This is an optimization exercise on Yosys and OpenROAD, whose aim is small area, a short achievable clock period and few clock cycles, not a production implementation. No run shown here included a check of the RTL's function; only the layout flow was run. Power is estimated from default activity; no workload was simulated.

File: design/flow/config.mk
export PLATFORM = sky130hd
export DESIGN_NAME = div_unit
export DESIGN_NICKNAME = div_unit
export VERILOG_FILES = /design/flow/design.v
export SDC_FILE = /design/flow/constraint.sdc
export NUM_CORES = 4
export LEC_CHECK = 0
export ABC_AREA = 1
export CAP_MARGIN = 20
export CORE_MARGIN = 2
export CORE_UTILIZATION = 40
export SLEW_MARGIN = 20
File: design/flow/constraint.sdc
create_clock -name core_clock -period 6.5 [get_ports {clk}]
set_input_delay 1.3000 -clock core_clock [delete_from_list [all_inputs] [get_ports {clk}]]
set_output_delay 1.3000 -clock core_clock [all_outputs]
set_load 0.01 [all_outputs]
File: design/flow/design.v
module clz_unit
    #(
        parameter WIDTH = 32
    )
    (
        input logic[WIDTH-1:0] clz_input,
        output logic[$clog2(WIDTH)-1:0] clz,
        output logic zero
    );
    localparam TREE_WIDTH = 2**$clog2(WIDTH);
    localparam TREE_CLZ_WIDTH = $clog2(WIDTH)-1;
    localparam HALF_TREE_WIDTH = TREE_WIDTH/2;
    localparam WIDTH_DIFFERENCE = TREE_WIDTH - WIDTH;
    generate if (WIDTH == 2) begin : gen_base_case
            assign zero = ~(clz_input[1] | clz_input[0]);
            assign clz[0] = ~clz_input[1] & clz_input[0];
        end
        else begin : gen_recursive
            logic[TREE_WIDTH-1:0] padded_input;
            if (WIDTH_DIFFERENCE != 0)  
                assign padded_input = {clz_input, {WIDTH_DIFFERENCE{1'b0}}};
            else
                assign padded_input = clz_input;
            logic[TREE_CLZ_WIDTH-1:0] upper_clz;
            logic[TREE_CLZ_WIDTH-1:0] lower_clz;
            logic upper_zero;
            logic lower_zero;
            assign zero = upper_zero & lower_zero;
            assign clz[$clog2(WIDTH)-1] = upper_zero;
            clz_unit #(.WIDTH(HALF_TREE_WIDTH)) upper_tree (
                .clz_input(padded_input[TREE_WIDTH-1:HALF_TREE_WIDTH]),
                .clz(upper_clz),
                .zero(upper_zero)
            );
            clz_unit #(.WIDTH(HALF_TREE_WIDTH)) lower_tree (
                .clz_input(padded_input[HALF_TREE_WIDTH-1:0]),
                .clz(lower_clz),
                .zero(lower_zero)
            );
            for (genvar i = 0; i < TREE_CLZ_WIDTH; i++)  
                assign clz[i] = (~upper_zero & upper_clz[i]) | (upper_zero & lower_clz[i]);
        end
    endgenerate
endmodule
module div_core
    (
        input logic [31:0] remainder,
        input logic [31:0] divisor,
        input logic divisor_negative,
        output logic [31:0] remainder_next,
        output logic quotient_bit
    );
    logic [32:0] diff;
    assign diff = {1'b0, remainder} + ({divisor_negative, divisor} ^ {33{~divisor_negative}}) + {32'b0, ~divisor_negative};
    assign quotient_bit = ~diff[32];
    assign remainder_next = quotient_bit ? diff[31:0] : remainder;
endmodule
module div_unit
    (
        input logic clk,
        input logic rst,
        input logic init_clear,
        input logic instruction_issued_with_rd,
        input logic [4:0] issue_rd_addr,
        input logic [1:0] issue_fn3,
        input logic [4:0] issue_rs1_addr,
        input logic [4:0] issue_rs2_addr,
        input logic [31:0] rs1,
        input logic [31:0] rs2,
        input logic issue_new_request,
        input logic [3:0] issue_id,
        output logic issue_ready,
        input logic wb_ack,
        output logic wb_done,
        output logic [3:0] wb_id,
        output logic [31:0] wb_rd
    );
    localparam logic [2:0] IDLE = 3'd0;
    localparam logic [2:0] ALIGN = 3'd2;
    localparam logic [2:0] RUN = 3'd3;
    localparam logic [2:0] POST = 3'd4;
    localparam logic [2:0] DONE = 3'd5;
    logic [2:0] state;
    logic [31:0] rem_r;      
    logic [31:0] div_r;      
    logic [31:0] quo_r;      
    logic [4:0] count;
    logic negate_dividend;
    logic negate_divisor;
    logic negate_quotient;
    logic remainder_op;
    logic [5:0] dividend_clz;
    logic [5:0] divisor_clz;
    logic dividend_pow2;
    logic divisor_pow2;
    logic divisor_zero;
    logic [4:0] prev_div_rs1_addr;
    logic [4:0] prev_div_rs2_addr;
    logic prev_div_signed;
    logic prev_div_result_valid;
    logic signed_divop;
    logic div_op_reuse;
    assign signed_divop = ~issue_fn3[0];
    always_ff @(posedge clk) begin
        if (issue_new_request) begin
            prev_div_rs1_addr <= issue_rs1_addr;
            prev_div_rs2_addr <= issue_rs2_addr;
            prev_div_signed <= signed_divop;
        end
    end
    assign div_op_reuse = {prev_div_result_valid, prev_div_signed, prev_div_rs1_addr, prev_div_rs2_addr} == {1'b1, signed_divop, issue_rs1_addr, issue_rs2_addr};
    always_ff @ (posedge clk) begin
        if (rst)
            prev_div_result_valid <= 0;
        else if (issue_new_request)
            prev_div_result_valid <= ~((issue_rd_addr == issue_rs1_addr) | (issue_rd_addr == issue_rs2_addr));
        else if ((instruction_issued_with_rd & ((issue_rd_addr == prev_div_rs1_addr) | (issue_rd_addr == prev_div_rs2_addr))) | init_clear)
            prev_div_result_valid <= 0;
    end
    logic neg_rs1;
    logic neg_rs2;
    logic [4:0] rs1_clz;
    logic [4:0] rs2_clz;
    logic rs1_clz_zero;
    logic rs2_clz_zero;
    assign neg_rs1 = signed_divop & rs1[31];
    assign neg_rs2 = signed_divop & rs2[31];
    clz_unit #(.WIDTH(32)) rs1_clz_block (
        .clz_input(rs1 ^ {32{neg_rs1}}),
        .clz(rs1_clz),
        .zero(rs1_clz_zero)
    );
    clz_unit #(.WIDTH(32)) rs2_clz_block (
        .clz_input(rs2 ^ {32{neg_rs2}}),
        .clz(rs2_clz),
        .zero(rs2_clz_zero)
    );
    logic [6:0] clz_delta;
    assign clz_delta = {1'b0, divisor_clz} - {1'b0, dividend_clz} + {6'b0, dividend_pow2} - {6'b0, divisor_pow2};
    logic [31:0] rem_next;
    logic quotient_bit;
    div_core divider_block (
        .remainder(rem_r),
        .divisor(div_r),
        .divisor_negative(negate_divisor),
        .remainder_next(rem_next),
        .quotient_bit(quotient_bit)
    );
    logic start;
    logic quotient_zero;
    logic post_needed;
    assign issue_ready = (state == IDLE) | wb_ack;
    assign start = issue_new_request & ~div_op_reuse;
    assign quotient_zero = divisor_zero | clz_delta[6];
    assign post_needed = negate_dividend | negate_quotient;
    always_ff @ (posedge clk) begin
        if (rst) begin
            state <= IDLE;
            wb_done <= 0;
        end
        else if (issue_new_request) begin
            state <= div_op_reuse ? DONE : ALIGN;
            wb_done <= div_op_reuse;
        end
        else begin
            case (state)
                ALIGN : begin
                    if (quotient_zero) begin
                        state <= DONE;
                        wb_done <= 1;
                    end
                    else
                        state <= RUN;
                end
                RUN : begin
                    if (count == 0) begin
                        state <= post_needed ? POST : DONE;
                        wb_done <= ~post_needed;
                    end
                end
                POST : begin
                    state <= DONE;
                    wb_done <= 1;
                end
                DONE : begin
                    if (wb_ack) begin
                        state <= IDLE;
                        wb_done <= 0;
                    end
                end
                default : state <= IDLE;
            endcase
        end
    end
    always_ff @ (posedge clk) begin
        if (issue_new_request) begin
            wb_id <= issue_id;
            remainder_op <= issue_fn3[1];
        end
        if (start) begin
            negate_dividend <= neg_rs1;
            negate_divisor <= neg_rs2;
            negate_quotient <= neg_rs1 ^ neg_rs2;
            dividend_clz <= {rs1_clz_zero, rs1_clz & {5{~rs1_clz_zero}}};
            divisor_clz <= {rs2_clz_zero, rs2_clz & {5{~rs2_clz_zero}}};
            dividend_pow2 <= neg_rs1 & ~|(~rs1[31:1] & rs1[30:0]);
            divisor_pow2 <= neg_rs2 & ~|(~rs2[31:1] & rs2[30:0]);
            divisor_zero <= rs2_clz_zero & ~neg_rs2;
        end
    end
    always_ff @ (posedge clk) begin
        if (start)
            rem_r <= rs1;
        else if (state == ALIGN & ~quotient_zero & negate_dividend)
            rem_r <= -rem_r;
        else if (state == RUN)
            rem_r <= rem_next;
        else if (state == POST & negate_dividend)
            rem_r <= -rem_r;
    end
    always_ff @ (posedge clk) begin
        if (start)
            div_r <= rs2;
        else if (state == ALIGN)
            div_r <= div_r << clz_delta[4:0];
        else if (state == RUN)
            div_r <= {negate_divisor, div_r[31:1]};
    end
    always_ff @ (posedge clk) begin
        if (start)
            quo_r <= '0;
        else if (state == ALIGN & divisor_zero)
            quo_r <= '1;
        else if (state == RUN)
            quo_r <= {quo_r[30:0], quotient_bit};
        else if (state == POST & negate_quotient)
            quo_r <= -quo_r;
    end
    always_ff @ (posedge clk) begin
        if (state == ALIGN)
            count <= clz_delta[4:0];
        else if (state == RUN)
            count <= count - 1;
    end
    assign wb_rd = remainder_op ? rem_r : quo_r;
endmodule
File: design/flow/run.sh
#!/bin/bash
# synth_recipe.tcl (not shown) runs the flow's synth.tcl, then flattens the netlist and writes it again
# the make line also repeats each setting of config.mk as NAME=value (left out here)
make -C /OpenROAD-flow-scripts/flow DESIGN_CONFIG=/design/flow/config.mk WORK_HOME=/design/flow/orfs CLKGATE_MAP_FILE= SYNTH_SCRIPT=/design/flow/synth_recipe.tcl finish
==> results of run 1 <==
sequential cells by signal, indices dropped and copies added, names as in the netlist, 3 cells and up:
name	count
count	5
wb_id	4
state	3
prev_div_rs1_addr	5
prev_div_rs2_addr	5
divisor_clz	6
dividend_clz	6
div_r	32
quo_r	32
rem_r	32
final cells by class:
class,count,area (um^2),share of cell area [%]
Multi-Input combinational cell,1804,9350,55.3
Sequential cell,140,3830,22.7
Timing Repair Buffer,148,1430,8.44
Inverter,298,1120,6.62
Tap cell,468,586,3.46
Clock buffer,20,437,2.58
Clock inverter,12,148,0.873
power groups by stage:
stage	clock [mW]	combinational (mW)	sequential (mW)
2_1_floorplan	0	1.65	1.16
3_3_place_gp	0	2.30	1.22
3_5_place_dp	0	2.30	1.22
4_1_cts	1.05	2.32	1.20
5_1_grt	1.07	2.62	1.21
6_report	1.04	2.36	1.21
synth_stat cells (all sizes together), types with 2 or more instances:
master | n | area (um^2)
nand4 | 29 | 181
buf | 34 | 199
xor2 | 97 | 880
nor2 | 224 | 871
a2111oi | 2 | 17.5
nand2b | 8 | 50.1
nor3 | 23 | 120
dfxtp | 37 | 741
xnor2 | 49 | 429
nor2b | 3 | 18.8
nor4 | 5 | 31.3
o2111ai | 4 | 35.0
or2 | 14 | 87.6
nand3b | 7 | 52.6
a31oi | 6 | 37.5
o221ai | 2 | 17.5
ha | 48 | 601
clkbuf | 48 | 180
a21oi | 151 | 763
o211ai | 20 | 150
nand3 | 236 | 1190
inv | 295 | 1110
nand2 | 626 | 2370
edfxtp | 103 | 3090
o22ai | 17 | 106
and2 | 10 | 62.6
clkinv | 3 | 11.3
o21bai | 5 | 37.5
a221oi | 10 | 87.6
a22oi | 12 | 90.1
fa | 4 | 80.1
o21ai | 187 | 936
per-stage QoR:
step	hold WS, ns	setup WS (ns)	instances
floorplan	0.445	3.14	2324
global placement	0.455	2.17	2858
detailed placement	0.468	2.10	2858
CTS	0.478	2.26	2890
global route	0.500	1.95	2890
finish	0.478	2.17	2890
logic make-up after synthesis:
group                      after synthesis  synth area share (%)
and+or+nand+nor                       1186                  34.3
buffers and inverters                  380                  10.2
xor gates and xnor gates               146                  8.92
AOI/OAI and AO/OA                      420                  15.7
DFF                                    140                  26.1
adders and majority gates               52                  4.64
how the worst min path moves through the flow:
| stage | startpoint | end | slack [ns] |
|---|---|---|---|
| after floorplan | quo_r[1] | quo_r[1] | 0.44 |
| after global placement | quo_r[1] | quo_r[1] | 0.46 |
| after detailed placement | quo_r[1] | quo_r[1] | 0.47 |
| after CTS | quo_r[1] | quo_r[1] | 0.48 |
| after global routing | quo_r[1] | quo_r[1] | 0.50 |
| final | quo_r[1] | quo_r[1] | 0.48 |
worst min-delay path, cell delays in order (launching register included):
cell	delay, ns
dfxtp_1	0.31
nand2_1	0.06
a21oi_1	0.06
per-layer routing:
layer  part of all wire [%]  routed length [um]  vias up
met5                      0                   0        -
met4                    3.6                2020        0
met3                    6.9                3870      130
met2                     47               26500      656
met1                     42               23800     7490
li1                       -                   -     7832
==> results.txt, run 1 <==
largest net degree at the start of global routing 65; Hold Vio Cnt, Final 0; first-pass GRT wire length 87000 um; Slew HR 37.7%; most common cell after layout, fill and taps aside nand2_1; register area share after synthesis 26.1%; Worst setup endpoint div_r[30]; switch share 46.6%; Pre-Repair DR Iteration Count 8; Overall Power 4.60 mW; Post-CTS Resized 0; synthesized net count 2467; Clk Latency, worst-skew pair 0.46 ns; CTS Buf Count 17; cell-internal power 2.46 mW; Cell Pwr Density 272 nW/um^2; final core utilization 46.5%; Max-Cap Viols 0; setup bufs post-CTS 0; crit path capture type register; antenna cells 0; reg2reg setup slack 2.17 ns; crit path kind reg2reg; period utilization 66.6%; IO Count 129; crit-path most repeated cell inv_1; met2 Usage GRT 50.0%; TritonCTS clock tree done; Mapped Area 14700 um^2; clock buffer depth 2; CP bufs+invs 5; H-Tree Depth 4; num rows 70; Fin Setup TNS 0 ns; Setup-failing EPs final 0; Slew @ Worst Pin 0.934 ns; initial antenna violation count 0; die area 38200 um^2; Worst Reg-to-Reg Cells 17; Crit Path Max Fanout 37; overall global routing resource usage 29.4%; Initial Util 40.4%; status no timing/DRC/antenna violations; M3 GR Usage 4.30%; worst hold path type reg2reg; clock skew 0.0108 ns; gp weighted congestion 0.953; P_leak 7.67 nW; Distinct cells, synth 52; Iter 0 DRT Violations 1579; Hold Path Depth 2; Core ar. 36300 um^2; RSZ-0062 raised after global routing false; Root Driver clkbuf_16; via count of the routed design 16100; Area Overhead vs Synth 15.2%; number of cells on the critical path 17; Pins Over Slew Limit 0; Fill cells 3820; number of flops mapped to enable cells by yosys 103; CP max stage cell inv_1; antenna-violating nets left 0; critical path arrival 4.54 ns; clock power share 22.5%; combinational share of power 51.3%; synthesized flop and latch total 140; Die Height 196 um; drt wl/cell 19.4 um; hpwl dp 44000 um; Mapped Avg Cell Area 6.31 um^2; post-route minimum period 4.33 ns; worst path required time 6.71 ns; Peak Freq 231 MHz; gr ovfl total 0; Post-synth top flop edfxtp_1; CP startpoint kind register; crit-path cells fa_1 > inv_1 > fa_1 > inv_1 > ha_1 > inv_1 > fa_1 > buf_4 > inv_1 > a31oi_1 > o21ai_0 > nand2_1 > a21oi_1 > o21ai_0 > nand2_1 > nor2_1 > nor2_1; Finished Cell Area 16900 um^2; R2R Path Start divisor_clz[0]; placed inst area 16300 um^2; buffers added on ports 128; sequential share of power 26.2%; most frequent cells in the layout 620 x nand2_1, 291 x inv_1, 235 x nand3_1; vias per std cell 5.57; DRC 0; CTS sink cnt 140; Clk pin slew, worst setup/hold paths 0.07 ns; yosys warns 1; busiest grt layer met2; Post-Route WL 56200 um; Async SR Flop Fraction 0%; CP peak stage delay 0.53 ns; met1 Use GR 37.5%; VDD IR max 197 uV; crit path from divisor_clz[0]; switching power 2.14 mW; vias in the first global route 15200; Hold-fix buffers, CTS 0; # nets final 2552; ratio of cells with drive above 1 in the final layout 3.67%; die width 196 um; cells after synthesis 2324; r2r endpoint div_r[30]; crit-path leading delay family adder cells
==> run 2: changes to the inputs <==
--- a/design/flow/config.mk
+++ b/design/flow/config.mk
@@ -5,7 +5,6 @@
 export SDC_FILE = /design/flow/constraint.sdc
 export NUM_CORES = 4
 export LEC_CHECK = 0
-export ABC_AREA = 1
 export CAP_MARGIN = 20
 export CORE_MARGIN = 2
 export CORE_UTILIZATION = 40
==> results.txt, run 2 <==
vias in the first global route 12100 (was 15200); worst path required time 6.77 ns (was 6.71 ns); Pins Over Slew Limit 0 (unchanged); multi-input logic area 8870 um^2 (was 9350 um^2); setup bufs post-CTS 0 (unchanged); crit path capture type register (unchanged); Mapped Area 13300 um^2 (was 14700 um^2); Root Driver clkbuf_16 (unchanged); Crit Path Max Fanout 31 (was 37); Async SR Flop Fraction 0% (unchanged); Initial Util 40.8% (was 40.4%); DRC 0 (unchanged); status no timing/DRC/antenna violations (unchanged); Max-Cap Viols 0 (unchanged); TritonCTS clock tree done (unchanged); CP startpoint kind register (unchanged); CTS sink cnt 140 (unchanged); critical path arrival 4.86 ns (was 4.54 ns); Hold-fix buffers, CTS 0 (unchanged); Slew HR 27.8% (was 37.7%); Overall Power 4.48 mW (was 4.60 mW); overall global routing resource usage 25.2% (was 29.4%); Post-CTS Resized 0 (unchanged); Fill cells 3248 (was 3820); drt wl/cell 20.7 um (was 19.4 um); Placement Setup Slack 1.65 ns (was 2.10 ns); period utilization 70.5% (was 66.6%); most common cell after layout, fill and taps aside nor2_1 (was nand2_1); gr ovfl total 0 (unchanged); RSZ-0062 raised after global routing false (unchanged); clock skew 0.0174 ns (was 0.0108 ns); most frequent cells in the layout 151 x nor2_1, 147 x a21oi_1, 143 x nand2_1 (was 620 x nand2_1, 291 x inv_1, 235 x nand3_1); vias per std cell 6.18 (was 5.57); die area 34800 um^2 (was 38200 um^2); Pre-Repair DR Iteration Count 6 (was 8); top area cells in the synthesized netlist edfxtp_1 23%, xnor2_1 6.2%, dfxtp_1 5.6% (was edfxtp_1 21%, nand2_1 16%, nand3_1 8.0%); largest net degree at the start of global routing 74 (was 65); Hold Vio Cnt, Final 0 (unchanged); Distinct cells, synth 78 (was 52); Min Hold Slack 0.518 ns (was 0.478 ns); post-route minimum period 4.58 ns (was 4.33 ns); synthesized net count 1781 (was 2467); yosys warns 1 (unchanged); fin worst setup slack 1.92 ns (was 2.17 ns); final core utilization 47.6% (was 46.5%); Clk Latency, worst-skew pair 0.45 ns (was 0.46 ns); buffers added on ports 128 (unchanged); P_leak 5.60 nW (was 7.67 nW); gp weighted congestion 0.929 (was 0.953); Fin Setup TNS 0 ns (unchanged); Core ar. 32700 um^2 (was 36300 um^2); antenna cells 0 (unchanged); top flop regs div_r x32, quo_r x32, rem_r x32 (unchanged); hpwl dp 33000 um (was 44000 um); Die Height 187 um (was 196 um); most frequent cells after synthesis 152 x nor2_1, 147 x a21oi_1, 144 x nand2_1 (was 622 x nand2_1, 291 x inv_1, 235 x nand3_1); die width 187 um (was 196 um); Hold Path Depth 2 (unchanged); Clk pin slew, worst setup/hold paths 0.07 ns (about the same); Post-synth top flop edfxtp_1 (unchanged); most common cell in the synthesized netlist nor2_1 (was nand2_1); # nets final 1836 (was 2552); clock buffer depth 2 (unchanged); number of flops mapped to enable cells by yosys 103 (unchanged); initial antenna violation count 0 (unchanged); first-pass GRT wire length 69700 um (was 87000 um); crit path kind reg2reg (unchanged); Slew @ Worst Pin 1.08 ns (was 0.934 ns); cells after synthesis 1638 (was 2324); Area Overhead vs Synth 16.7% (was 15.2%); Yosys top cell area share 23.2% (was 21.1%); antenna-violating nets left 0 (unchanged); synthesized flop and latch total 140 (unchanged); Post-Route WL 44500 um (was 56200 um); VDD IR max 219 uV (was 197 uV); Cell Pwr Density 288 nW/um^2 (was 272 nW/um^2); via count of the routed design 13300 (was 16100); Worst Reg-to-Reg Cells 15 (was 17); Iter 0 DRT Violations 1452 (was 1579); IO Count 129 (unchanged); area leader, netlist edfxtp_1 (unchanged); Register Area 3830 um^2 (unchanged); Mapped Avg Cell Area 8.14 um^2 (was 6.31 um^2); Setup-failing EPs final 0 (unchanged); worst hold path type reg2reg (unchanged); CTS Buf Count 17 (unchanged); ratio of cells with drive above 1 in the final layout 7.62% (was 3.67%); register area share after synthesis 28.8% (was 26.1%); Peak Freq 218 MHz (was 231 MHz); num rows 66 (was 70); H-Tree Depth 4 (unchanged)
## run 2: cell types whose count changed after synthesis, moves of 29 or more
| cell | change |
|---|---|
| a211oi_1 | +32 |
| clkbuf_1 | +40 |
| inv_1 | -230 |
| mux2_2 | +39 |
| mux2i_1 | +29 |
| nand2_1 | -478 |
| nand3_1 | -168 |
| nor2_1 | -62 |
| o21ai_0 | -45 |
| xnor2_1 | +45 |
| xor2_1 | -52 |
## run 2: worst paths after layout
| path | from | to | slack (ns) |
|---|---|---|---|
| worst min-delay path | quo_r[1] | quo_r[1] | 0.52 |
| worst max-delay path | divisor_clz[0] | div_r[25] | 1.92 |
| worst max register to register | divisor_clz[0] | div_r[25] | 1.92 |
| worst min register to register | quo_r[1] | quo_r[1] | 0.52 |
## run 2: critical path, stage by stage, from the launching register on
cell	delay [ns]
edfxtp_1	0.43
fa_1	0.40
inv_1	0.08
fa_1	0.40
inv_1	0.07
ha_1	0.17
inv_1	0.05
fa_1	0.85
buf_4	0.46
nor3b_1	0.61
nor2_1	0.08
a21oi_1	0.30
a21oi_1	0.12
nor2_1	0.15
a21oi_1	0.07
o21ai_0	0.16
## run 2: per-stage QoR
step | area, um^2 | instances
finish | 15600 | 2148
global route | 15600 | 2148
CTS | 15500 | 2148
detailed placement | 14900 | 2116
global placement | 14900 | 2116
floorplan | 13300 | 1638
## run 2: final cells by class
| cell class | instances | share of cell area (%) |
|---|---|---|
| Clock buffer | 25 | 3.81 |
| Multi-Input combinational cell | 1326 | 57.0 |
| Clock inverter | 7 | 0.370 |
| Inverter | 64 | 1.55 |
| Tap cell | 442 | 3.56 |
| Sequential cell | 140 | 24.7 |
| Timing Repair Buffer | 144 | 9.01 |
## run 2: cell families after synthesis
family	after synthesis	synth area share (%)
buffers and inverters	172	4.88
XOR/XNOR	135	8.87
AND/OR/NAND/NOR	548	19.8
AO/OA/AOI/OAI	501	23.4
flip-flops	140	28.8
multiplexers	90	9.19
adder cells (fa/ha/maj)	52	5.11
## run 2: power by group
part	switching (mW)	internal (mW)	leakage, nW	total [mW]
clock	0.428	0.642	0.321	1.07
combinational	1.24	0.921	3.96	2.16
sequential	0.165	1.08	1.32	1.24
total	1.84	2.64	5.60	4.48
## run 2: layer usage
layer  track usage, %  wire, um  share of wire (%)  vias to the layer above
met5                0         0                  0                        -
met4             6.62       877                2.0                        0
met3             4.53      4310                9.7                       63
met2             38.0     19500                 44                      689
met1             37.0     19900                 45                     6316
li1                 -         -                  -                     6208
==> run 3: changes to the inputs <==
--- a/design/flow/config.mk
+++ b/design/flow/config.mk
@@ -8,4 +8,5 @@
 export CAP_MARGIN = 20
 export CORE_MARGIN = 2
 export CORE_UTILIZATION = 40
+export SETUP_SLACK_MARGIN = 2.0
 export SLEW_MARGIN = 20
==> results.txt, run 3 <==
status no timing/DRC/antenna violations (unchanged); Mapped Avg Cell Area 8.14 um^2 (unchanged); antenna cells 0 (unchanged); overall global routing resource usage 24.8% (was 25.2%); clock buffer depth 2 (unchanged); num rows 66 (unchanged); most common cell in the synthesized netlist nor2_1 (unchanged); antenna-violating nets left 0 (unchanged); Slew @ Worst Pin 1.09 ns (was 1.08 ns); Peak Freq 230 MHz (was 218 MHz); die width 187 um (unchanged); synthesized flop and latch total 140 (unchanged); DRC 0 (unchanged); die area 34800 um^2 (unchanged); crit path capture type register (unchanged); gp weighted congestion 0.979 (was 0.929); critical path arrival 4.41 ns (was 4.86 ns); VDD IR max 208 uV (was 219 uV); top flop regs div_r x32, quo_r x32, rem_r x32 (unchanged); Mapped Area 13300 um^2 (unchanged); vias per std cell 6.06 (was 6.18); Overall Power 4.52 mW (was 4.48 mW); RSZ-0062 raised after global routing true (was false); period utilization 66.8% (was 70.5%); Core ar. 32700 um^2 (unchanged); initial antenna violation count 0 (unchanged); Post-synth top flop edfxtp_1 (unchanged); vias in the first global route 12000 (was 12100); Fill cells 3227 (was 3248); most frequent cells after synthesis 152 x nor2_1, 147 x a21oi_1, 144 x nand2_1 (unchanged); top area cells in the synthesized netlist edfxtp_1 23%, xnor2_1 6.2%, dfxtp_1 5.6% (unchanged); worst path required time 6.57 ns (was 6.77 ns); P_leak 5.61 nW (was 5.60 nW); H-Tree Depth 4 (unchanged); Max-Cap Viols 0 (unchanged); TritonCTS clock tree done (unchanged); number of flops mapped to enable cells by yosys 103 (unchanged); Cell Pwr Density 290 nW/um^2 (was 288 nW/um^2); via count of the routed design 13100 (was 13300); first-pass GRT wire length 68600 um (was 69700 um); Async SR Flop Fraction 0% (unchanged); Pre-Repair DR Iteration Count 5 (was 6); register area share after synthesis 28.8% (unchanged); Fin Setup TNS 0 ns (unchanged); area leader, netlist edfxtp_1 (unchanged); IO Count 129 (unchanged); Iter 0 DRT Violations 1304 (was 1452); CTS Buf Count 17 (unchanged); Hold Vio Cnt, Final 0 (unchanged); Distinct cells, synth 78 (unchanged); worst hold path type reg2reg (unchanged); Die Height 187 um (unchanged); post-route minimum period 4.34 ns (was 4.58 ns); Area Overhead vs Synth 17.1% (was 16.7%); # nets final 1842 (was 1836); clock skew 0.0169 ns (was 0.0174 ns); Post-Route WL 44100 um (was 44500 um); Yosys top cell area share 23.2% (unchanged); yosys warns 1 (unchanged); Pins Over Slew Limit 0 (unchanged); buffers added on ports 128 (unchanged); final core utilization 47.7% (was 47.6%); drt wl/cell 20.5 um (was 20.7 um); most common cell after layout, fill and taps aside nor2_1 (unchanged); CP startpoint kind register (unchanged); Crit Path Max Fanout 9 (was 31); synthesized net count 1781 (unchanged); crit path kind reg2reg (unchanged); gr ovfl total 0 (unchanged); cells after synthesis 1638 (unchanged); Setup-failing EPs final 0 (unchanged); Slew HR 27.4% (was 27.8%); hpwl dp 32900 um (was 33000 um); ratio of cells with drive above 1 in the final layout 8.00% (was 7.62%); most frequent cells in the layout 151 x nor2_1, 147 x a21oi_1, 143 x nand2_1 (unchanged); Clk Latency, worst-skew pair 0.44 ns (was 0.45 ns); Root Driver clkbuf_16 (unchanged); largest net degree at the start of global routing 73 (was 74); Clk pin slew, worst setup/hold paths 0.07 ns (about the same); Hold-fix buffers, CTS 0 (unchanged); CTS sink cnt 140 (unchanged); Initial Util 40.8% (unchanged)
[run 3: final timing paths]
kind / startpoint / slack (ns) / depth (start not counted) / to
worst max-delay path: dividend_clz[0] / 2.16 / 12 / div_r[31]
worst min-delay path: quo_r[1] / 0.53 / 2 / quo_r[1]
worst max register to register: dividend_clz[0] / 2.16 / 12 / div_r[31]
worst min register to register: quo_r[1] / 0.53 / 2 / quo_r[1]
[run 3: stage by stage]
stage               instance area, um^2  hold slack, ns  setup slack, ns  cells
global route                      15600           0.556             1.95   2154
floorplan                         13300           0.480             2.00   1638
global placement                  14900           0.504             1.81   2119
detailed placement                14900           0.509             1.70   2119
CTS                               15600           0.519             2.08   2151
finish                            15600           0.528             2.16   2154
[run 3: cells by family (layout without fill, tap and decap cells)]
group | after synthesis | in the layout | synth area share [%]
adder cells (fa/ha/maj) | 52 | 52 | 5.11
XOR/XNOR | 135 | 135 | 8.87
AND/OR/NAND/NOR | 548 | 548 | 19.8
AO/OA/AOI/OAI | 501 | 501 | 23.4
multiplexers | 90 | 90 | 9.19
buffers and inverters | 172 | 246 | 4.88
flip-flops | 140 | 140 | 28.8
[run 3: final cells by class]
cell class	instances	area, um^2	share of cell area [%]
Multi-Input combinational cell	1326	8880	56.9
Sequential cell	140	3830	24.6
Timing Repair Buffer	150	1450	9.29
Tap cell	442	553	3.54
Clock buffer	19	433	2.77
Inverter	64	241	1.55
Clock inverter	13	214	1.37
[run 3: critical path, cell delays in order, from the launching register on]
cell	delay (ns)
edfxtp_1	0.37
inv_1	0.07
fa_1	0.43
inv_1	0.09
fa_1	0.42
inv_1	0.08
ha_2	0.18
inv_1	0.05
fa_1	0.43
xnor2_1	0.78
nor3_1	0.27
and3_1	0.27
o21ai_0	0.54
[run 3: power by group]
part           internal (mW)  switching, mW
registers               1.08          0.159
logic                  0.932           1.24
clock network          0.686          0.424
[run 3: what timing repair did]
item | CTS | global route
gates resized for setup | 0 | 2
setup buffers | 0 | 3
endpoints found under the setup margin | 0 | 38
hold endpoints to repair | 0 | 0
[run 3: layer usage]
metal  GRT usage, %  up-vias  part of all wire (%)
met4           7.57        0                   2.3
met2           37.1      572                    43
met5              0        -                     0
li1               -     6222                     -
met1           36.5     6198                    47
met3           4.01       64                   7.7
==> run 4: changes to the inputs <==
--- a/design/flow/config.mk
+++ b/design/flow/config.mk
@@ -8,5 +8,5 @@
 export CAP_MARGIN = 20
 export CORE_MARGIN = 2
 export CORE_UTILIZATION = 40
-export SETUP_SLACK_MARGIN = 2.0
+export SETUP_SLACK_MARGIN = 3.0
 export SLEW_MARGIN = 20
==> results.txt, run 4 <==
Register Area 3830 um^2 (unchanged); vias in the first global route 13000 (was 12000); register area share after synthesis 28.8% (unchanged); Yosys top cell area share 23.2% (unchanged); CTS Buf Count 17 (unchanged); most frequent cells after synthesis 152 x nor2_1, 147 x a21oi_1, 144 x nand2_1 (unchanged); yosys warns 1 (unchanged); Synth Area in Compound Gates 23.4% (unchanged); initial antenna violation count 0 (unchanged); worst path required time 6.64 ns (was 6.57 ns); Async SR Flop Fraction 0% (unchanged); Post-Synth Simple-Gate Area 19.8% (unchanged); Mapped Avg Cell Area 8.14 um^2 (unchanged); Post-Route WL 48100 um (was 44100 um); gr ovfl total 0 (unchanged); Cell Pwr Density 308 nW/um^2 (was 290 nW/um^2); hpwl dp 33200 um (was 32900 um); largest net degree at the start of global routing 74 (was 73); Setup-failing EPs final 0 (unchanged); Post-synth top flop edfxtp_1 (unchanged); ratio of cells with drive above 1 in the final layout 17.6% (was 8.00%); Synth Area in Adders 5.11% (unchanged); placed inst area 14900 um^2 (about the same); Pre-Repair DR Iteration Count 6 (was 5); crit path capture type register (unchanged); TritonCTS clock tree done (unchanged); top flop regs div_r x32, quo_r x32, rem_r x32 (unchanged); VDD IR max 231 uV (was 208 uV); CP startpoint kind register (unchanged); Overall Power 5.30 mW (was 4.52 mW); antenna cells 0 (unchanged); Mapped Area 13300 um^2 (unchanged); post-route minimum period 3.67 ns (was 4.34 ns); Pins Over Slew Limit 0 (unchanged); clock buffer depth 2 (unchanged); H-Tree Depth 4 (unchanged); overall global routing resource usage 26.8% (was 24.8%); Finished Layout Cells 2225 (was 2154); largest family of logic cells by synthesized area compound AO/OA/AOI/OAI gates (unchanged); DRC 0 (unchanged); mux share of post-synthesis cell area 9.19% (unchanged); Cells after DPL 2117 (was 2119); most frequent cells in the layout 143 x nor2_1, 138 x nand2_1, 128 x a21oi_1 (was 151 x nor2_1, 147 x a21oi_1, 143 x nand2_1); vias per std cell 6.24 (was 6.06); drt wl/cell 21.6 um (was 20.5 um); fin worst setup slack 2.83 ns (was 2.16 ns); Fin Setup TNS 0 ns (unchanged); first-pass GRT wire length 74300 um (was 68600 um); Distinct cells, synth 78 (unchanged); worst hold path type reg2reg (unchanged); status no timing/DRC/antenna violations (unchanged); final core utilization 52.5% (was 47.7%); Iter 0 DRT Violations 1508 (was 1304); antenna-violating nets left 0 (unchanged); critical path arrival 3.81 ns (was 4.41 ns); Area Overhead vs Synth 28.9% (was 17.1%); Slew HR 36.2% (was 27.4%); Placement Setup Slack 1.59 ns (was 1.70 ns); Finished Cell Area 17200 um^2 (was 15600 um^2); # nets final 1913 (was 1842); clock skew 0.0124 ns (was 0.0169 ns); synthesized net count 1781 (unchanged); Clk Latency, worst-skew pair 0.43 ns (was 0.44 ns); Clk pin slew, worst setup/hold paths 0.06 ns (was 0.07 ns); most common cell after layout, fill and taps aside nor2_1 (unchanged); Hold-fix buffers, CTS 0 (unchanged); Root Driver clkbuf_16 (unchanged); period utilization 56.5% (was 66.8%); die width 187 um (unchanged); num rows 66 (unchanged); Min Hold Slack 0.523 ns (was 0.528 ns); cells after synthesis 1638 (unchanged); die area 34800 um^2 (unchanged); Initial Util 40.8% (unchanged); RSZ-0062 raised after global routing true (unchanged); synthesized flop and latch total 140 (unchanged); Crit Path Max Fanout 8 (was 9); Die Height 187 um (unchanged); buffers added on ports 128 (unchanged); CTS sink cnt 140 (unchanged); Hold Vio Cnt, Final 0 (unchanged); Slew @ Worst Pin 0.957 ns (was 1.09 ns); top area cells in the synthesized netlist edfxtp_1 23%, xnor2_1 6.2%, dfxtp_1 5.6% (unchanged); crit path kind reg2reg (unchanged); Peak Freq 273 MHz (was 230 MHz); Core ar. 32700 um^2 (unchanged); most common cell in the synthesized netlist nor2_1 (unchanged); multi-input logic area 9620 um^2 (was 8880 um^2); Synth Area in XOR/XNOR 8.87% (unchanged); P_leak 6.22 nW (was 5.61 nW); Fill cells 2988 (was 3227); area leader, netlist edfxtp_1 (unchanged); via count of the routed design 13900 (was 13100); IO Count 129 (unchanged); number of flops mapped to enable cells by yosys 103 (unchanged); gp weighted congestion 0.933 (was 0.979); Max-Cap Viols 0 (unchanged)
==> run 4: final cells by class <==
| cell class | instances | area share [%] |
|---|---|---|
| well taps | 442 | 3.22 |
| repair buffers | 218 | 13.3 |
| multi-input cells | 1327 | 56.0 |
| flip-flops and latches | 140 | 22.3 |
| clock inverters | 14 | 1.21 |
| repair inverters | 2 | 0.0728 |
| inverters | 64 | 1.43 |
| clock buffers | 18 | 2.50 |
==> run 4: cell families after synthesis <==
kind of cell    Yosys count
simple gates            548
compound gates          501
buf+inv                 172
flops                   140
xor+xnor                135
mux                      90
fa+ha+maj                52
==> run 4: report_power, final <==
group | total, mW | leakage [nW] | internal, mW | switching [mW]
clock network | 1.10 | 0.304 | 0.653 | 0.447
logic | 2.95 | 4.60 | 1.38 | 1.57
registers | 1.25 | 1.32 | 1.08 | 0.169
total | 5.30 | 6.22 | 3.11 | 2.19
==> run 4: per-layer routing <==
| layer | global-route usage, % | share of wire [%] | vias to the layer above |
|---|---|---|---|
| met5 | 0 | 0 | - |
| met3 | 4.31 | 8.8 | 127 |
| met4 | 8.33 | 3.0 | 0 |
| met1 | 38.3 | 44 | 6579 |
| met2 | 41.6 | 44 | 791 |
| li1 | - | - | 6388 |
==> run 4: what timing repair did <==
item	4_1_cts	5_1_grt
setup endpoints to repair	176	139
setup buffers	48	17
pin swaps	35	27
cloned	10	1
gates resized for setup	143	72
==> run 4: final timing paths <==
path / from / to / slack [ns] / cells after the start
max: negate_divisor / rem_r[2] / 2.83 / 16
min reg2reg: quo_r[1] / quo_r[1] / 0.52 / 2
max reg2reg: negate_divisor / rem_r[2] / 2.83 / 16
min: quo_r[1] / quo_r[1] / 0.52 / 2
==> run 4: worst max-delay path: stages (launching register included) <==
cell and delay [ns]:
edfxtp_1 0.47, buf_6 0.19, xnor2_2 0.16, inv_1 0.08, fa_2 0.39, nor2b_4 0.16, o2111ai_4 0.14, a31oi_4 0.22
a31oi_4 0.15, o21ai_2 0.21, nand2_2 0.09, o211ai_1 0.24, a21oi_2 0.15, o211ai_1 0.28, buf_4 0.17, buf_4 0.12
buf_8 0.14
==> run 5: changes to the inputs <==
--- a/design/flow/design.v
+++ b/design/flow/design.v
@@ -48,12 +48,44 @@
         input logic [31:0] divisor,
         input logic divisor_negative,
         output logic [31:0] remainder_next,
-        output logic quotient_bit
-    );
-    logic [32:0] diff;
-    assign diff = {1'b0, remainder} + ({divisor_negative, divisor} ^ {33{~divisor_negative}}) + {32'b0, ~divisor_negative};
-    assign quotient_bit = ~diff[32];
-    assign remainder_next = quotient_bit ? diff[31:0] : remainder;
+        output logic [1:0] quotient_bits
+    );
+    logic [34:0] r;
+    logic [34:0] e;
+    logic [34:0] e2;
+    logic c;
+    logic [34:0] t1;
+    logic [34:0] t2;
+    logic [34:0] t3;
+    logic [34:0] s3;
+    logic [34:0] c3;
+    assign c = ~divisor_negative;
+    assign r = {3'b0, remainder};
+    assign e = {{3{divisor_negative}}, divisor} ^ {35{c}};
+    assign e2 = {e[33:0], c};
+    assign t1 = r + e + {34'b0, c};
+    assign t2 = r + e2 + {34'b0, c};
+    assign s3 = r ^ e ^ e2;
+    assign c3 = {(r[33:0] & e[33:0]) | (r[33:0] & e2[33:0]) | (e[33:0] & e2[33:0]), c};
+    assign t3 = s3 + c3 + {34'b0, c};
+    always_comb begin
+        if (~t3[34]) begin
+            quotient_bits = 2'b11;
+            remainder_next = t3[31:0];
+        end
+        else if (~t2[34]) begin
+            quotient_bits = 2'b10;
+            remainder_next = t2[31:0];
+        end
+        else if (~t1[34]) begin
+            quotient_bits = 2'b01;
+            remainder_next = t1[31:0];
+        end
+        else begin
+            quotient_bits = 2'b00;
+            remainder_next = remainder;
+        end
+    end
 endmodule
 module div_unit
     (
@@ -84,7 +116,7 @@
     logic [31:0] rem_r;      
     logic [31:0] div_r;      
     logic [31:0] quo_r;      
-    logic [4:0] count;
+    logic [3:0] count;
     logic negate_dividend;
     logic negate_divisor;
     logic negate_quotient;
@@ -138,13 +170,13 @@
     logic [6:0] clz_delta;
     assign clz_delta = {1'b0, divisor_clz} - {1'b0, dividend_clz} + {6'b0, dividend_pow2} - {6'b0, divisor_pow2};
     logic [31:0] rem_next;
-    logic quotient_bit;
+    logic [1:0] quotient_bits;
     div_core divider_block (
         .remainder(rem_r),
         .divisor(div_r),
         .divisor_negative(negate_divisor),
         .remainder_next(rem_next),
-        .quotient_bit(quotient_bit)
+        .quotient_bits(quotient_bits)
     );
     logic start;
     logic quotient_zero;
@@ -222,9 +254,9 @@
         if (start)
             div_r <= rs2;
         else if (state == ALIGN)
-            div_r <= div_r << clz_delta[4:0];
-        else if (state == RUN)
-            div_r <= {negate_divisor, div_r[31:1]};
+            div_r <= div_r << {clz_delta[4:1], 1'b0}; 
+        else if (state == RUN)
+            div_r <= {{2{negate_divisor}}, div_r[31:2]};
     end
     always_ff @ (posedge clk) begin
         if (start)
@@ -232,13 +264,13 @@
         else if (state == ALIGN & divisor_zero)
             quo_r <= '1;
         else if (state == RUN)
-            quo_r <= {quo_r[30:0], quotient_bit};
+            quo_r <= {quo_r[29:0], quotient_bits};
         else if (state == POST & negate_quotient)
             quo_r <= -quo_r;
     end
     always_ff @ (posedge clk) begin
         if (state == ALIGN)
-            count <= clz_delta[4:0];
+            count <= clz_delta[4:1];
         else if (state == RUN)
             count <= count - 1;
     end
==> results.txt, run 5 <==
status no timing/DRC/antenna violations (unchanged); Iter 0 DRT Violations 2123 (was 1508); Hold Vio Cnt, Final 0 (unchanged); antenna cells 0 (unchanged); CP max stage cell fa_1 (was edfxtp_1); area leader, netlist edfxtp_1 (unchanged); via count of the routed design 19100 (was 13900); post-route minimum period 4.20 ns (was 3.67 ns); sequential share of power 14.4% (was 23.5%); RSZ-0062 raised after global routing true (unchanged); gr ovfl total 0 (unchanged); Crit Path Max Fanout 19 (was 8); Clk pin slew, worst setup/hold paths 0.07 ns (was 0.06 ns); Die Height 211 um (was 187 um); Cell Pwr Density 425 nW/um^2 (was 308 nW/um^2); largest net degree at the start of global routing 68 (was 74); P_leak 8.51 nW (was 6.22 nW); TritonCTS clock tree done (unchanged); crit path capture type register (unchanged); num rows 76 (was 66); Fill cells 3975 (was 2988); most frequent cells after synthesis 230 x a21oi_1, 227 x nand2_1, 194 x o21ai_0 (was 152 x nor2_1, 147 x a21oi_1, 144 x nand2_1); die area 44700 um^2 (was 34800 um^2); most common cell in the synthesized netlist a21oi_1 (was nor2_1); Post-Route WL 72300 um (was 48100 um); crit-path leading delay family compound AO/OA/AOI/OAI gates (unchanged); overall global routing resource usage 31.4% (was 26.8%); CP bufs+invs 4 (was 5); combinational share of power 73.9% (was 55.7%); period utilization 64.6% (was 56.5%); Peak Freq 238 MHz (was 273 MHz); Mapped Avg Cell Area 7.73 um^2 (was 8.14 um^2); most frequent cells in the layout 219 x nand2_1, 196 x a21oi_1, 176 x nor2_1 (was 143 x nor2_1, 138 x nand2_1, 128 x a21oi_1); register area share after synthesis 22.1% (was 28.8%); Area Overhead vs Synth 34.1% (was 28.9%); Async SR Flop Fraction 0% (unchanged); Slew @ Worst Pin 0.856 ns (was 0.957 ns); vias in the first global route 17800 (was 13000); IO Count 129 (unchanged); worst hold path type reg2reg (unchanged); switch share 49.5% (was 41.3%); Distinct cells, synth 92 (was 78); Mapped Area 17200 um^2 (was 13300 um^2); CP startpoint kind register (unchanged); Post-synth top flop edfxtp_1 (unchanged); Slew HR 42.5% (was 36.2%); Initial Util 40.2% (was 40.8%); top flop regs div_r x32, quo_r x32, rem_r x32 (unchanged); synthesized net count 2463 (was 1781); Yosys top cell area share 17.8% (was 23.2%); clock power share 11.7% (was 20.8%); Finished Cell Area 23100 um^2 (was 17200 um^2); synthesized flop and latch total 139 (was 140); cells after synthesis 2227 (was 1638); antenna-violating nets left 0 (unchanged); Pre-Repair DR Iteration Count 5 (was 6); H-Tree Depth 4 (unchanged); crit-path most repeated cell buf_12; die width 211 um (was 187 um); cell-internal power 4.96 mW (was 3.11 mW); Clk Latency, worst-skew pair 0.47 ns (was 0.43 ns); Hold-fix buffers, CTS 0 (unchanged); gp weighted congestion 1.01 (was 0.933); critical path arrival 4.41 ns (was 3.81 ns); clock buffer depth 2 (unchanged); yosys warns 2 (was 1); top area cells in the synthesized netlist edfxtp_1 18%, ha_1 8.1%, xnor2_1 6.7% (was edfxtp_1 23%, xnor2_1 6.2%, dfxtp_1 5.6%); # nets final 2661 (was 1913); Core ar. 42800 um^2 (was 32700 um^2); VDD IR max 230 uV (was 231 uV); ratio of cells with drive above 1 in the final layout 20.2% (was 17.6%); hpwl dp 51900 um (was 33200 um); first-pass GRT wire length 107000 um (was 74300 um); buffers added on ports 128 (unchanged); vias per std cell 6.40 (was 6.24); number of flops mapped to enable cells by yosys 102 (was 103); clock skew 0.0190 ns (was 0.0124 ns); CP peak stage delay 0.51 ns (was 0.47 ns); switching power 4.86 mW (was 2.19 mW); Fin Setup TNS 0 ns (unchanged); Max-Cap Viols 0 (unchanged); crit path kind reg2reg (unchanged); crit-path cells buf_12 > buf_12 > xnor2_4 > fa_1 > ha_4 > o211ai_1 > a21o_1 > a31oi_4 > o211ai_1 > buf_4 > a31oi_4 > a2bb2oi_4 > buf_12 > a21oi_2 > a311oi_2 > o22a_1 (was buf_6 > xnor2_2 > inv_1 > fa_2 > nor2b_4 > o2111ai_4 > a31oi_4 > a31oi_4 > o21ai_2 > nand2_2 > o211ai_1 > a21oi_2 > o211ai_1 > buf_4 > buf_4 > buf_8); CTS sink cnt 139 (was 140); placed inst area 19500 um^2 (was 14900 um^2); Setup-failing EPs final 0 (unchanged); initial antenna violation count 0 (unchanged); drt wl/cell 24.2 um (was 21.6 um); Pins Over Slew Limit 0 (unchanged); DRC 0 (unchanged); most common cell after layout, fill and taps aside nand2_1 (was nor2_1); CTS Buf Count 17 (unchanged); final core utilization 53.9% (was 52.5%); Root Driver clkbuf_16 (unchanged); worst path required time 6.71 ns (was 6.64 ns)
## run 5: cell count changes after synthesis, moves of 22 or more
cell,change
a21oi_1,+83
nand2_1,+83
ha_1,+64
o21ai_0,+55
xnor2_1,+38
nor2_1,+35
fa_1,+29
inv_1,+28
a31oi_1,+23
nor3_1,+22
## run 5: repair_timing
action	4_1_cts	5_1_grt
setup buffers	92	31
pin swaps	99	55
setup endpoints to repair	116	115
cloned	13	2
gates resized for setup	256	112
## run 5: path summary, 6_finish.rpt
| check | start | endpoint | slack (ns) | cells after the start |
|---|---|---|---|---|
| setup / recovery | negate_divisor | rem_r[2] | 2.30 | 16 |
| hold / removal | quo_r[31] | quo_r[31] | 0.48 | 1 |
| setup reg to reg | negate_divisor | rem_r[2] | 2.30 | 16 |
| hold reg to reg | quo_r[31] | quo_r[31] | 0.48 | 1 |
## run 5: power by group through the flow
stage               clock [mW]  combinational [mW]  sequential (mW)
finish                    1.15                7.26             1.41
global route              1.18                7.68             1.42
CTS                       1.15                6.59             1.40
detailed placement           0                5.35             1.40
global placement             0                5.34             1.40
floorplan                    0                3.90             1.26
## run 5: per-stage QoR
stage | cells | setup slack [ns] | hold slack, ns | total power, mW
finish | 2984 | 2.30 | 0.484 | 9.82
global route | 2984 | 2.18 | 0.507 | 10.3
CTS | 2951 | 2.38 | 0.484 | 9.14
detailed placement | 2814 | 1.58 | 0.476 | 6.76
global placement | 2814 | 1.66 | 0.462 | 6.74
floorplan | 2227 | 2.61 | 0.442 | 5.16
## run 5: cell families (layout without fill, tap and decap cells)
family	Yosys count	after routing	share of synthesized area [%]
simple gates	728	732	20.1
xor+xnor	187	187	9.51
mux	57	57	3.84
fa+ha+maj	145	145	12.0
flops	139	139	22.1
compound gates	768	771	28.0
buf+inv	203	407	4.47
## run 5: area by class of cell
cell class,count,area (um^2),share of cell area (%)
Inverter,91,347,1.50
Timing Repair Buffer,284,2900,12.6
Clock buffer,18,429,1.86
Tap cell,546,683,2.96
Clock inverter,14,215,0.932
Multi-Input combinational cell,1892,14700,63.7
Sequential cell,139,3800,16.5
## run 5: per-layer routing
| layer | vias up | GRT usage [%] | part of all wire (%) | wire [um] |
|---|---|---|---|---|
| met2 | 1009 | 51.5 | 46 | 33500 |
| met4 | 0 | 17.3 | 5.9 | 4240 |
| met3 | 222 | 4.35 | 7.5 | 5390 |
| met5 | - | 0 | 0 | 0 |
| met1 | 9145 | 40.0 | 40 | 29200 |
| li1 | 8721 | - | - | - |
==> run 6: changes to the inputs <==
--- a/design/flow/design.v
+++ b/design/flow/design.v
@@ -121,10 +121,7 @@
     logic negate_divisor;
     logic negate_quotient;
     logic remainder_op;
-    logic [5:0] dividend_clz;
-    logic [5:0] divisor_clz;
-    logic dividend_pow2;
-    logic divisor_pow2;
+    logic [6:0] clz_delta;
     logic divisor_zero;
     logic [4:0] prev_div_rs1_addr;
     logic [4:0] prev_div_rs2_addr;
@@ -167,8 +164,14 @@
         .clz(rs2_clz),
         .zero(rs2_clz_zero)
     );
-    logic [6:0] clz_delta;
-    assign clz_delta = {1'b0, divisor_clz} - {1'b0, dividend_clz} + {6'b0, dividend_pow2} - {6'b0, divisor_pow2};
+    logic [5:0] dividend_clz;
+    logic [5:0] divisor_clz;
+    logic dividend_pow2;
+    logic divisor_pow2;
+    assign dividend_clz = {rs1_clz_zero, rs1_clz & {5{~rs1_clz_zero}}};
+    assign divisor_clz = {rs2_clz_zero, rs2_clz & {5{~rs2_clz_zero}}};
+    assign dividend_pow2 = neg_rs1 & ~|(~rs1[31:1] & rs1[30:0]);
+    assign divisor_pow2 = neg_rs2 & ~|(~rs2[31:1] & rs2[30:0]);
     logic [31:0] rem_next;
     logic [1:0] quotient_bits;
     div_core divider_block (
@@ -181,25 +184,27 @@
     logic start;
     logic quotient_zero;
     logic post_needed;
+    logic wb_done_r;
     assign issue_ready = (state == IDLE) | wb_ack;
     assign start = issue_new_request & ~div_op_reuse;
     assign quotient_zero = divisor_zero | clz_delta[6];
+    assign wb_done = wb_done_r | (state == ALIGN & quotient_zero);
     assign post_needed = negate_dividend | negate_quotient;
     always_ff @ (posedge clk) begin
         if (rst) begin
             state <= IDLE;
-            wb_done <= 0;
+            wb_done_r <= 0;
         end
         else if (issue_new_request) begin
             state <= div_op_reuse ? DONE : ALIGN;
-            wb_done <= div_op_reuse;
+            wb_done_r <= div_op_reuse;
         end
         else begin
             case (state)
                 ALIGN : begin
                     if (quotient_zero) begin
-                        state <= DONE;
-                        wb_done <= 1;
+                        state <= wb_ack ? IDLE : DONE;
+                        wb_done_r <= ~wb_ack;
                     end
                     else
                         state <= RUN;
@@ -207,17 +212,17 @@
                 RUN : begin
                     if (count == 0) begin
                         state <= post_needed ? POST : DONE;
-                        wb_done <= ~post_needed;
+                        wb_done_r <= ~post_needed;
                     end
                 end
                 POST : begin
                     state <= DONE;
-                    wb_done <= 1;
+                    wb_done_r <= 1;
                 end
                 DONE : begin
                     if (wb_ack) begin
                         state <= IDLE;
-                        wb_done <= 0;
+                        wb_done_r <= 0;
                     end
                 end
                 default : state <= IDLE;
@@ -233,11 +238,8 @@
             negate_dividend <= neg_rs1;
             negate_divisor <= neg_rs2;
             negate_quotient <= neg_rs1 ^ neg_rs2;
-            dividend_clz <= {rs1_clz_zero, rs1_clz & {5{~rs1_clz_zero}}};
-            divisor_clz <= {rs2_clz_zero, rs2_clz & {5{~rs2_clz_zero}}};
-            dividend_pow2 <= neg_rs1 & ~|(~rs1[31:1] & rs1[30:0]);
-            divisor_pow2 <= neg_rs2 & ~|(~rs2[31:1] & rs2[30:0]);
-            divisor_zero <= rs2_clz_zero & ~neg_rs2;
+            clz_delta <= {1'b0, divisor_clz} - {1'b0, dividend_clz} + {6'b0, dividend_pow2} - {6'b0, divisor_pow2};
+            divisor_zero <= ~|rs2;
         end
     end
     always_ff @ (posedge clk) begin
@@ -260,9 +262,7 @@
     end
     always_ff @ (posedge clk) begin
         if (start)
-            quo_r <= '0;
-        else if (state == ALIGN & divisor_zero)
-            quo_r <= '1;
+            quo_r <= {32{~|rs2}};
         else if (state == RUN)
             quo_r <= {quo_r[29:0], quotient_bits};
         else if (state == POST & negate_quotient)
==> results.txt, run 6 <==
status no timing/DRC/antenna violations (unchanged); Clk Latency, worst-skew pair 0.47 ns (about the same); VDD IR max 208 uV (was 230 uV); Iter 0 DRT Violations 1884 (was 2123); period utilization 67.7% (was 64.6%); num rows 75 (was 76); Post-synth top flop edfxtp_1 (unchanged); most frequent cells in the layout 189 x nand2_1, 165 x buf_4, 164 x nor2_1 (was 219 x nand2_1, 196 x a21oi_1, 176 x nor2_1); cells after synthesis 2154 (was 2227); Max-Cap Viols 0 (unchanged); TritonCTS clock tree done (unchanged); CTS sink cnt 130 (was 139); Mapped Area 17000 um^2 (was 17200 um^2); Area Overhead vs Synth 45.0% (was 34.1%); area leader, netlist edfxtp_1 (unchanged); DRC 0 (unchanged); H-Tree Depth 4 (unchanged); Die Height 210 um (was 211 um); yosys warns 2 (unchanged); reg2reg setup slack 2.22 ns (was 2.30 ns); Cells after DPL 2734 (was 2814); Yosys top cell area share 22.1% (was 17.8%); IO Count 129 (unchanged); worst hold path type reg2reg (unchanged); final core utilization 58.7% (was 53.9%); buffers added on ports 128 (unchanged); Slew @ Worst Pin 1.11 ns (was 0.856 ns); Hold Vio Cnt, Final 0 (unchanged); vias per std cell 6.35 (was 6.40); clock buffer depth 2 (unchanged); crit path kind in2reg (was reg2reg); drt wl/cell 24.0 um (was 24.2 um); top flop regs div_r x32, quo_r x32, rem_r x32 (unchanged); CP peak stage delay 0.44 ns (was 0.51 ns); antenna-violating nets left 0 (unchanged); clock skew 0.0136 ns (was 0.0190 ns); CTS Buf Count 17 (unchanged); Core ar. 41900 um^2 (was 42800 um^2); P_leak 9.37 nW (was 8.51 nW); post-route minimum period 4.40 ns (was 4.20 ns); RSZ-0062 raised after global routing true (unchanged); Hold-fix buffers, CTS 0 (unchanged); number of flops mapped to enable cells by yosys 125 (was 102); vias in the first global route 18000 (was 17800); first-pass GRT wire length 107000 um (about the same); Fin Setup TNS 0 ns (unchanged); synthesized flop and latch total 130 (was 139); die area 44100 um^2 (was 44700 um^2); Overall Power 7.57 mW (was 9.82 mW); via count of the routed design 19200 (was 19100); Finished Layout Cells 3016 (was 2984); Peak Freq 227 MHz (was 238 MHz); overall global routing resource usage 31.6% (was 31.4%); # nets final 2698 (was 2661); initial antenna violation count 6 (was 0); Post-Route WL 72500 um (was 72300 um); Root Driver clkbuf_16 (unchanged); die width 210 um (was 211 um); most common cell after layout, fill and taps aside nand2_1 (unchanged); Mapped Avg Cell Area 7.89 um^2 (was 7.73 um^2); crit-path cells clkdlybuf4s15_1 > a21oi_1 > nor3_1 > a31oi_1 > nand2_1 > nand2_1 > a21oi_2 > nand2_1 > a311oi_2 > a31oi_4 > fa_1 > inv_1 > fa_1 > ha_2 > buf_6 > fa_1 > xor2_1 (was buf_12 > buf_12 > xnor2_4 > fa_1 > ha_4 > o211ai_1 > a21o_1 > a31oi_4 > o211ai_1 > buf_4 > a31oi_4 > a2bb2oi_4 > buf_12 > a21oi_2 > a311oi_2 > o22a_1); worst path required time 6.71 ns (about the same); Cell Pwr Density 307 nW/um^2 (was 425 nW/um^2); gr ovfl total 0 (unchanged); most common cell in the synthesized netlist nand2_1 (was a21oi_1); hpwl dp 51400 um (was 51900 um); Pre-Repair DR Iteration Count 6 (was 5); Slew HR 25.7% (was 42.5%); top area cells in the synthesized netlist edfxtp_1 22%, ha_1 8.2%, xnor2_1 6.5% (was edfxtp_1 18%, ha_1 8.1%, xnor2_1 6.7%); Setup-failing EPs final 0 (unchanged); most frequent cells after synthesis 219 x nand2_1, 200 x a21oi_1, 188 x nor2_1 (was 230 x a21oi_1, 227 x nand2_1, 194 x o21ai_0); crit-path leading delay family adder cells (was compound AO/OA/AOI/OAI gates); gp weighted congestion 0.967 (was 1.01); Async SR Flop Fraction 0% (unchanged); Clk pin slew, worst setup/hold paths 0.06 ns (was 0.07 ns); synthesized net count 2390 (was 2463); register area share after synthesis 22.7% (was 22.1%); largest net degree at the start of global routing 74 (was 68); CP max stage cell fa_1 (unchanged); Distinct cells, synth 78 (was 92); crit path capture type register (unchanged); CP bufs+invs 3 (was 4); ratio of cells with drive above 1 in the final layout 30.1% (was 20.2%); Initial Util 40.5% (was 40.2%); Crit Path Max Fanout 6 (was 19); Min Hold Slack 0.513 ns (was 0.484 ns); CP startpoint kind input port (was register); Pins Over Slew Limit 0 (unchanged); critical path arrival 4.61 ns (was 4.41 ns)
==> run 6: timing repair <==
item	4_1_cts	5_1_grt
cloned	10	3
endpoints found under the setup margin	202	184
gates resized for setup	440	269
pin swaps	115	125
setup buffers	171	64
==> run 6: report_power, final <==
group | switching [mW] | leakage, nW | internal [mW]
combinational | 2.99 | 7.82 | 2.38
sequential | 0.201 | 1.28 | 1.03
clock | 0.410 | 0.268 | 0.557
==> run 6: path summary, 6_finish.rpt <==
path	startpoint	end	cells after the start
worst max register to register	negate_divisor	rem_r[24]	18
worst min-delay path	wb_done_r	wb_done_r	2
worst max-delay path	rs2[10]	clz_delta[3]	17
worst min register to register	wb_done_r	wb_done_r	2
==> run 6: area by class of cell <==
| cell class | instances | area, um^2 |
|---|---|---|
| tap | 539 | 674 |
| fill | 3646 | 17300 |
| clock inverter | 12 | 116 |
| clock buffer | 20 | 437 |
| inverter | 82 | 325 |
| timing repair buffer | 399 | 3960 |
| multi-input combinational | 1831 | 15300 |
| sequential | 130 | 3850 |
| antenna | 2 | 5.00 |
| timing repair inverter | 1 | 8.76 |
==> run 6: cells by family after synthesis <==
| kind of cell | share of synthesized area, % |
|---|---|
| fa+ha+maj | 12.1 |
| buf+inv | 4.34 |
| mux | 5.18 |
| simple gates | 19.6 |
| xor+xnor | 9.95 |
| compound gates | 26.1 |
| flops | 22.7 |
==> run 6: metrics by stage <==
| stage | area [um^2] | setup WS (ns) |
|---|---|---|
| floorplan | 18000 | 1.96 |
| global placement | 19500 | 0.929 |
| detailed placement | 19500 | 0.762 |
| finish | 24600 | 2.10 |
| global route | 24600 | 1.87 |
| CTS | 23000 | 2.04 |
==> run 6: worst reg2reg max path, delay by kind of cell, from the launching register on <==
family                   cells  cell delay, ns
flip-flops                   1            0.43
AND/OR/NAND/NOR              4            0.75
AO/OA/AOI/OAI                5            0.98
adder cells (fa/ha/maj)      2            0.70
buffers and inverters        5            0.78
XOR/XNOR                     2            0.43
==> run 6: per-layer routing <==
layer  GRT usage [%]  vias up  wire, um
li1                -     8729         -
met1            40.2     9200     29000
met2            51.0      964     33500
met3            4.51      255      5040
met4            19.1        8      4840
met5               0        -        53
==> run 7: changes to the inputs <==
--- a/design/flow/config.mk
+++ b/design/flow/config.mk
@@ -8,5 +8,4 @@
 export CAP_MARGIN = 20
 export CORE_MARGIN = 2
 export CORE_UTILIZATION = 40
-export SETUP_SLACK_MARGIN = 3.0
 export SLEW_MARGIN = 20
==> results.txt, run 7 <==
status no timing/DRC/antenna violations (unchanged); ratio of cells with drive above 1 in the final layout 7.24% (was 30.1%); most frequent cells in the layout 218 x nand2_1, 199 x a21oi_1, 188 x nor2_1 (was 189 x nand2_1, 165 x buf_4, 164 x nor2_1); Min Hold Slack 0.508 ns (was 0.513 ns); initial antenna violation count 0 (was 6); register area share after synthesis 22.7% (unchanged); most frequent cells after synthesis 219 x nand2_1, 200 x a21oi_1, 188 x nor2_1 (unchanged); antenna-violating nets left 0 (unchanged); crit path capture type register (unchanged); first-pass GRT wire length 101000 um (was 107000 um); Max-Cap Viols 0 (unchanged); yosys warns 2 (unchanged); Finished Cell Area 19700 um^2 (was 24600 um^2); P_leak 7.39 nW (was 9.37 nW); TritonCTS clock tree done (unchanged); die width 210 um (unchanged); vias in the first global route 16900 (was 18000); Slew HR 30.0% (was 25.7%); Pre-Repair DR Iteration Count 6 (unchanged); reg2reg setup slack 0.86 ns (was 2.22 ns); Iter 0 DRT Violations 1874 (was 1884); drt wl/cell 23.3 um (was 24.0 um); crit path kind in2reg (unchanged); synthesized net count 2390 (unchanged); clock buffer depth 2 (unchanged); Hold Vio Cnt, Final 0 (unchanged); Cell Pwr Density 298 nW/um^2 (was 307 nW/um^2); Fin Setup TNS 0 ns (unchanged); synthesized flop and latch total 130 (unchanged); Slew @ Worst Pin 1.04 ns (was 1.11 ns); Synth Area in XOR/XNOR 9.95% (unchanged); largest family of logic cells by synthesized area compound AO/OA/AOI/OAI gates (unchanged); via count of the routed design 17600 (was 19200); IO Count 129 (unchanged); period utilization 89.2% (was 67.7%); largest net degree at the start of global routing 68 (was 74); critical path arrival 5.98 ns (was 4.61 ns); Distinct cells, synth 78 (unchanged); DRC 0 (unchanged); most common cell after layout, fill and taps aside nand2_1 (unchanged); Cells after DPL 2773 (was 2734); final core utilization 46.9% (was 58.7%); VDD IR max 192 uV (was 208 uV); Yosys top cell area share 22.1% (unchanged); Placement Setup Slack 0.323 ns (was 0.762 ns); H-Tree Depth 4 (unchanged); Overall Power 5.86 mW (was 7.57 mW); worst path required time 6.69 ns (was 6.71 ns); Peak Freq 172 MHz (was 227 MHz); num rows 75 (unchanged); post-route minimum period 5.80 ns (was 4.40 ns); clock skew 0.0132 ns (was 0.0136 ns); top flop regs div_r x32, quo_r x32, rem_r x32 (unchanged); Post-Route WL 65500 um (was 72500 um); area leader, netlist edfxtp_1 (unchanged); Core ar. 41900 um^2 (unchanged); # nets final 2489 (was 2698); Mapped Avg Cell Area 7.89 um^2 (unchanged); CTS sink cnt 130 (unchanged); Pins Over Slew Limit 0 (unchanged); overall global routing resource usage 29.5% (was 31.6%); Clk pin slew, worst setup/hold paths 0.06 ns (about the same); number of flops mapped to enable cells by yosys 125 (unchanged); Async SR Flop Fraction 0% (unchanged); Area Overhead vs Synth 15.7% (was 45.0%); Die Height 210 um (unchanged); Post-synth top flop edfxtp_1 (unchanged); gr ovfl total 0 (unchanged); Fill cells 4132 (was 3646); setup bufs post-CTS 0 (was 171); buffers added on ports 128 (unchanged); fin worst setup slack 0.703 ns (was 2.10 ns); Synth Area in Compound Gates 26.1% (unchanged); vias per std cell 6.28 (was 6.35); Finished Layout Cells 2805 (was 3016); placed inst area 19100 um^2 (was 19500 um^2); Root Driver clkbuf_16 (unchanged); die area 44100 um^2 (unchanged); RSZ-0062 raised after global routing false (was true); most common cell in the synthesized netlist nand2_1 (unchanged); Post-Synth Simple-Gate Area 19.6% (unchanged); Crit Path Max Fanout 13 (was 6); Initial Util 40.5% (unchanged); top area cells in the synthesized netlist edfxtp_1 22%, ha_1 8.2%, xnor2_1 6.5% (unchanged); gp weighted congestion 0.957 (was 0.967); CP startpoint kind input port (unchanged); Post-CTS Resized 0 (was 440); Clk Latency, worst-skew pair 0.45 ns (was 0.47 ns); Hold-fix buffers, CTS 0 (unchanged); worst hold path type reg2reg (unchanged); Mapped Area 17000 um^2 (unchanged); hpwl dp 51500 um (was 51400 um); cells after synthesis 2154 (unchanged); CTS Buf Count 17 (unchanged); mux share of post-synthesis cell area 5.18% (unchanged); Setup-failing EPs final 0 (unchanged); Synth Area in Adders 12.1% (unchanged)
run 7: cell type report:
type / count / area (um^2) / area share (%)
Multi-Input combinational cell: 1829 / 12400 / 63.2
Tap cell: 539 / 674 / 3.43
Inverter: 82 / 308 / 1.57
Clock inverter: 13 / 163 / 0.827
Sequential cell: 130 / 3850 / 19.6
Timing Repair Buffer: 193 / 1810 / 9.19
Antenna cell: 1 / 2.50 / 0.0127
Clock buffer: 18 / 429 / 2.18
run 7: kinds of logic (layout without fill, tap and decap cells):
logic type               Yosys count  after routing
adder cells (fa/ha/maj)          145            145
AND/OR/NAND/NOR                  706            706
buffers and inverters            195            306
other                              0              1
multiplexers                      79             79
XOR/XNOR                         193            193
flip-flops                       130            130
AO/OA/AOI/OAI                    706            706
run 7: metal layers:
metal	vias to the layer above	track usage (%)	share of wire, %
li1	8278	-	-
met1	8439	38.4	43
met2	733	48.5	46
met3	169	3.62	6.1
met4	0	14.3	4.8
met5	-	0	0
run 7: worst max-delay path: stages:
cell,delay (ns)
clkdlybuf4s50_1,0.53
nand2b_1,0.21
inv_1,0.28
buf_4,0.26
nor3_1,0.07
a31oi_1,0.19
a21oi_1,0.09
o21ai_0,0.16
nor2_1,0.06
a211o_1,0.31
a31oi_1,0.35
fa_1,0.50
a2111oi_0,0.45
nand4_1,0.17
nor3_1,0.24
ha_1,0.23
a21o_1,0.13
a21oi_1,0.09
o21bai_1,0.14
a21oi_1,0.09
xnor2_1,0.12
run 7: worst paths after layout:
path,from,endpoint,cells after the start
max reg2reg,negate_divisor,rem_r[17],15
max,issue_fn3[0],clz_delta[6],21
min reg2reg,wb_done_r,wb_done_r,2
min,wb_done_r,wb_done_r,2
run 7: where the power goes:
| group | switching [mW] | internal, mW | leakage, nW | total [mW] |
|---|---|---|---|---|
| Sequential | 0.176 | 1.03 | 1.28 | 1.21 |
| Combinational | 2.18 | 1.47 | 5.83 | 3.65 |
| Clock | 0.404 | 0.601 | 0.282 | 1.00 |
| Total | 2.76 | 3.10 | 7.39 | 5.86 |

## what the ideal ports hide
Ports are ideal in the flow. The routed layouts listed here were re-timed in OpenROAD.
Step 1: set_driving_cell puts a clkbuf_16 on clk and a buf_2 on each other input, an assumption about the parent block.
Step 2 also shifts input and output timing later by t, the mid clock arrival at the registers, as if the neighbouring blocks saw the same clock.
Three values: ideal ports, drivers, drivers and shift; two values: the first two.
| run | t, ns | setup slack, ns | clock arrival spread, ns |
|---|---|---|---|
| run 1 | 0.507 | 2.172 / 2.172 / 2.111 | 0.011 / 0.012 |
| run 2 | 0.492 | 1.915 / 1.915 / 1.644 | 0.017 / 0.017 |
| run 3 | 0.480 | 2.157 / 2.157 / 1.828 | 0.017 / 0.016 |
| run 4 | 0.480 | 2.830 / 2.830 / 2.663 | 0.012 / 0.012 |
| run 5 | 0.520 | 2.303 / 2.303 / 2.252 | 0.019 / 0.019 |
| run 6 | 0.518 | 2.097 / 2.132 / 1.614 | 0.014 / 0.014 |
| run 7 | 0.489 | 0.703 / 0.729 / 0.240 | 0.014 / 0.013 |
After both steps every run listed still meets setup and hold. The setup slack of run 6, which loses most, moves by +0.035 ns with the drivers and by -0.483 ns with both steps.
